This design comes from an exercise in tuning for small area and a short achievable clock period on the open sky130 flow, not from production work.
The RTL was checked by simulation tests, not by an equivalence proof against the original design.
Power and IR drop assume default switching activity.

===== flow/config.mk =====
export PLATFORM = sky130hd
export DESIGN_NAME = mac
export DESIGN_NICKNAME = mac
export VERILOG_FILES = /design/flow/design.v
export SDC_FILE = /design/flow/constraint.sdc
export NUM_CORES = 4
export LEC_CHECK = 0
export CAP_MARGIN = 20
export CORE_MARGIN = 2
export CORE_UTILIZATION = 40
export SLEW_MARGIN = 20

===== flow/constraint.sdc =====
create_clock -name core_clock -period 12.5 [get_ports {clk}]
set_input_delay 2.5000 -clock core_clock [delete_from_list [all_inputs] [get_ports {clk}]]
set_output_delay 2.5000 -clock core_clock [all_outputs]
set_load 0.01 [all_outputs]

===== flow/design.v =====
`timescale 1ns / 1ps
module full_adder(
    input a_in,
    input b_in,
    input c_in,
    output sum,
    output carry
    );
    assign sum=a_in^b_in^c_in;
    assign carry=(a_in & b_in)|(b_in & c_in)|(a_in & c_in);
endmodule
`timescale 1ns / 1ps
module genericadder(a_in, b_in, c_in, sum, carry);
    parameter width=24;
    input [width-1:0] a_in, b_in;
    input c_in;
    output [width-1:0] sum;
    output carry;
    wire[width:0] c;
    genvar i;
    assign c[0] = c_in;
    generate
    for(i=0; i<width; i=i+1)
    begin : Adder_gen
    full_adder dut(a_in[i],b_in[i],c[i],sum[i],c[i+1]);
    end
    endgenerate
    assign carry = c[width];
    endmodule
`timescale 1ns / 1ps
module multiplier(a_in, b_in, prod);
    parameter width = 12;
    input [width-1:0] a_in;
    input [width-1:0] b_in;
    output [2*width-1:0] prod;
    assign prod = a_in * b_in;
endmodule
`timescale 1ns / 1ps
module mac(
     input [11:0] Ain,
     input [11:0] Bin,
     input clk,reset,
     output [24:0] Mac_out
);
    wire carry;
    wire Cin;
    reg [24:0] sum_reg;
    assign Cin = 1'b0;
    wire [23:0] mult_out;
    wire [24:0] add_out;
    wire [24:0] sum;
    multiplier dut1(Ain,Bin,mult_out);
    genericadder #(.width(25)) dut2({1'b0,mult_out},sum,Cin,add_out,carry);
    always @(posedge clk)
    if (reset) begin
    sum_reg <= 24'b0;
    end else begin
    sum_reg <= add_out;
    end
    assign Mac_out = sum_reg;
    assign sum = sum_reg;
endmodule

===== flow/run.sh =====
#!/bin/bash
# synth_recipe.tcl (not shown) runs the flow's synth.tcl, then flattens the netlist and writes it again
# the make line also repeats each setting of config.mk as NAME=value (left out here)
make -C /OpenROAD-flow-scripts/flow DESIGN_CONFIG=/design/flow/config.mk WORK_HOME=/design/flow/orfs CLKGATE_MAP_FILE= SYNTH_SCRIPT=/design/flow/synth_recipe.tcl finish

==> qor.csv <==
metric,value,unit
grt_antenna_before_repair,0,
gp_congestion,0.853,
postCtsHoldBufs,0,
rrSetupSlack,3.77,ns
r2r_start,sum_reg[0]$_SDFF_PP0_,
fin_util,46.8,%
ant_nets,0,
overflow,0,
cp-start-kind,primary input,
synthesis.nets,899,
final_cell_mix,"135 x inv_1, 104 x and2_1, 103 x fa_1",
io_pins,51,
cts.path.max_buffers,2,
ir_worst_vdd,0.156,mV
wl_met1,5400,um
dieArea,0.0166,mm2
met3_length,434,um
die_h,129,um
synthAdderAreaFrac,52.0,%
fmaxAchievable,0.0821,GHz
maxSlewViolCount,0,
cpPeakStageDelay,0.57,ns
drc,0,
fin_nets,935,
drive_gt1_share,11.9,%
crit_fanout,4,
syn_avg_cell_area,9.10,um2
min_period_over_period,97.4,%
antennaDiodeCount,0,
ys_seq_elements,25,
r2r_cells,27,
largest_register_ffs,25,
routed_wl,13500,um
crit_path_top_delay_cell,fa_1,
vias,4512,
synth_edf_count,0,
dr_wl_met2,7470,um
syn_to_final_growth,14.4,%
grt_pass1_wl,22800,um
grt_max_degree,26,
port_buffers,50,
top_layer,met4,
start_util,41.0,%
hold_path_depth,2,
cts_sinks,25,
drt_iter0_drc,189,
synth_compound_area_share,6.31,%
min_from,sum_reg[24]$_SDFF_PP0_,
setup_slack,0.325,ns
status,"complete, no violations",
synth_top_family_by_area,adder cells,
fillCellCount,1461,
grt.total_usage,17.0,%
dp_hpwl,11700,um
vias_per_cell,4.84,
yosys_warnings,1,
rows,45,
cp.required,12.61,ns
cts_buffers,3,
grt_pass1_vias,4997,
slew_headroom,40.0,%
synth-simple-area-share,18.0,%
mostFrequentLayoutCell,inv_1,
power_density,282,mW/mm2
htree_levels,1,
hold_end,sum_reg[24]$_SDFF_PP0_,
syn_inst,687,
finalClockSkew,0.00152,ns
cts_tree,done,
worst-setup-path-type,primary input to flop,
cts.clk_slew.worst_paths,0.06,ns
syn-cell-area,0.00625,mm2
r2r_end,sum_reg[23]$_SDFF_PP0_,
synth-async-reset-ratio,0,%
synthXorXnorAreaFrac,2.52,%
cp-end-kind,flop,
pre_cts_ws,-0.739,ns
final-setup-viol-count,0,
cp.arrival,12.28,ns
wl_per_cell,14.4,um
power,2.02,mW
leakagePower,3.35,nW
cp_common_cell,fa_2,
muxShareOfSynthArea,0.160,%
report.final.hold_viol_count,0,
clockRootBuffer,clkbuf_16,
dpl_cell_area,0.00700,mm2
synth_cell_types,46,
final_area,0.00715,mm2
worstSkewPairLatency,0.26,ns
ys_seq_area_share,8.01,%
cap_viol_max_count,0,
design.core.area,0.0153,mm2
dr.pass1.iters,4,
chipWidth,129,um
synth_ff_type,dfxtp_1,
tightest_slew,0.898,ns
rsz0062_at_grt,false,
cp-startpoint,Ain[2],
hold_path_class,flop to flop,
min_period,12.17,ns
[cell families after synthesis]
logic type,after synthesis
AOI/OAI and AO/OA,55
xor gates and xnor gates,18
adders and majority gates,186
buffers and inverters,190
DFF,25
muxes,1
and+or+nand+nor,212
[synth_stat cells (3+ instances only)]
library cell  instances  area share (%)
xor2_1                8             1.1
nor3_1                4            0.32
nor2_1               23             1.4
xnor2_1              10             1.4
o21ai_0              11            0.88
clkbuf_1             27             1.6
ha_1                 63              13
nor3b_1               3            0.36
nor2b_1               7            0.70
buf_4                26             3.1
fa_1                123              39
nand3_1               6            0.48
dfxtp_1              25             8.0
and2_1              104              10
nand2_1              58             3.5
a21oi_1              13             1.0
inv_1               136             8.2
a21o_1                4            0.48
a21oi_2               3            0.42
[timing repair]
action	CTS	global route
gates resized for setup	24	33
setup buffers	1	0
pin swaps	6	20
endpoints found under the setup margin	3	2
[area by class of cell]
| class | count | area [um2] | area share [%] |
|---|---|---|---|
| Clock inverter | 1 | 5.00 | 0.0700 |
| Clock buffer | 3 | 75.1 | 1.05 |
| Sequential cell | 25 | 500 | 7.00 |
| Timing Repair Buffer | 85 | 746 | 10.4 |
| Multi-Input combinational cell | 472 | 5050 | 70.6 |
| Inverter | 136 | 510 | 7.14 |
| Tap cell | 211 | 264 | 3.69 |
[worst max-delay path, delay by kind of cell]
family / cells / cell delay (ns)
fa+ha+maj: 25 / 9.12
buf+inv: 4 / 0.37
simple gates: 2 / 0.29
[report_power, final]
group	switching (mW)	total (mW)	internal, mW
logic	0.971	1.80	0.829
clock network	0.0280	0.0711	0.0431
registers	0.0191	0.146	0.126
[per-layer routing]
layer | global-route usage, % | vias to the layer above
li1 | - | 2118
met1 | 20.9 | 2301
met2 | 32.7 | 81
met3 | 1.87 | 12
met4 | 2.24 | 0
met5 | 0 | -
[through the flow]
step                setup TNS, ns  hold slack [ns]  instances
finish                          0            0.525        933
global route                    0            0.555        933
CTS                             0            0.528        933
detailed placement          -1.61            0.513        928
global placement            -1.08            0.496        928
floorplan                       0            0.477        687
[how the worst max path moves through the flow]
| stage | endpoint | depth (start not counted) | slack (ns) |
|---|---|---|---|
| 6_report | sum_reg[23]$_SDFF_PP0_ | 31 | 0.33 |
| 5_1_grt | sum_reg[23]$_SDFF_PP0_ | 31 | 0.02 |
| 4_1_cts | sum_reg[23]$_SDFF_PP0_ | 31 | 0.003 |
| 3_5_place_dp | sum_reg[23]$_SDFF_PP0_ | 31 | -0.74 |
| 3_3_place_gp | sum_reg[23]$_SDFF_PP0_ | 31 | -0.57 |
| 2_1_floorplan | sum_reg[23]$_SDFF_PP0_ | 31 | 0.04 |

## static timing again, ports no longer ideal
Ports are ideal in the flow. The routed layout listed here was re-timed in OpenROAD.
Step 1 assumes that a clkbuf_16 drives the clock port and a buf_2 every other input.
Step 2 times the ports against the registers' clock, not the clock port: input delays grow and output delays shrink by t, the midpoint of the rising clock arrivals with the driver on.
Three values: no drivers, after step 1, after step 2; two values: the first two.
shift t [ns]: 0.291
slack for setup (ns): 0.325 / 0.335 / 0.044
worst hold slack (ns): 0.525 / 0.525 / 0.525
worst slew at a driven data input, ns: 0.04
After both steps this run still meets setup and hold. For this run, drivers alone change the setup slack by +0.010 ns; drivers and shift together by -0.281 ns.
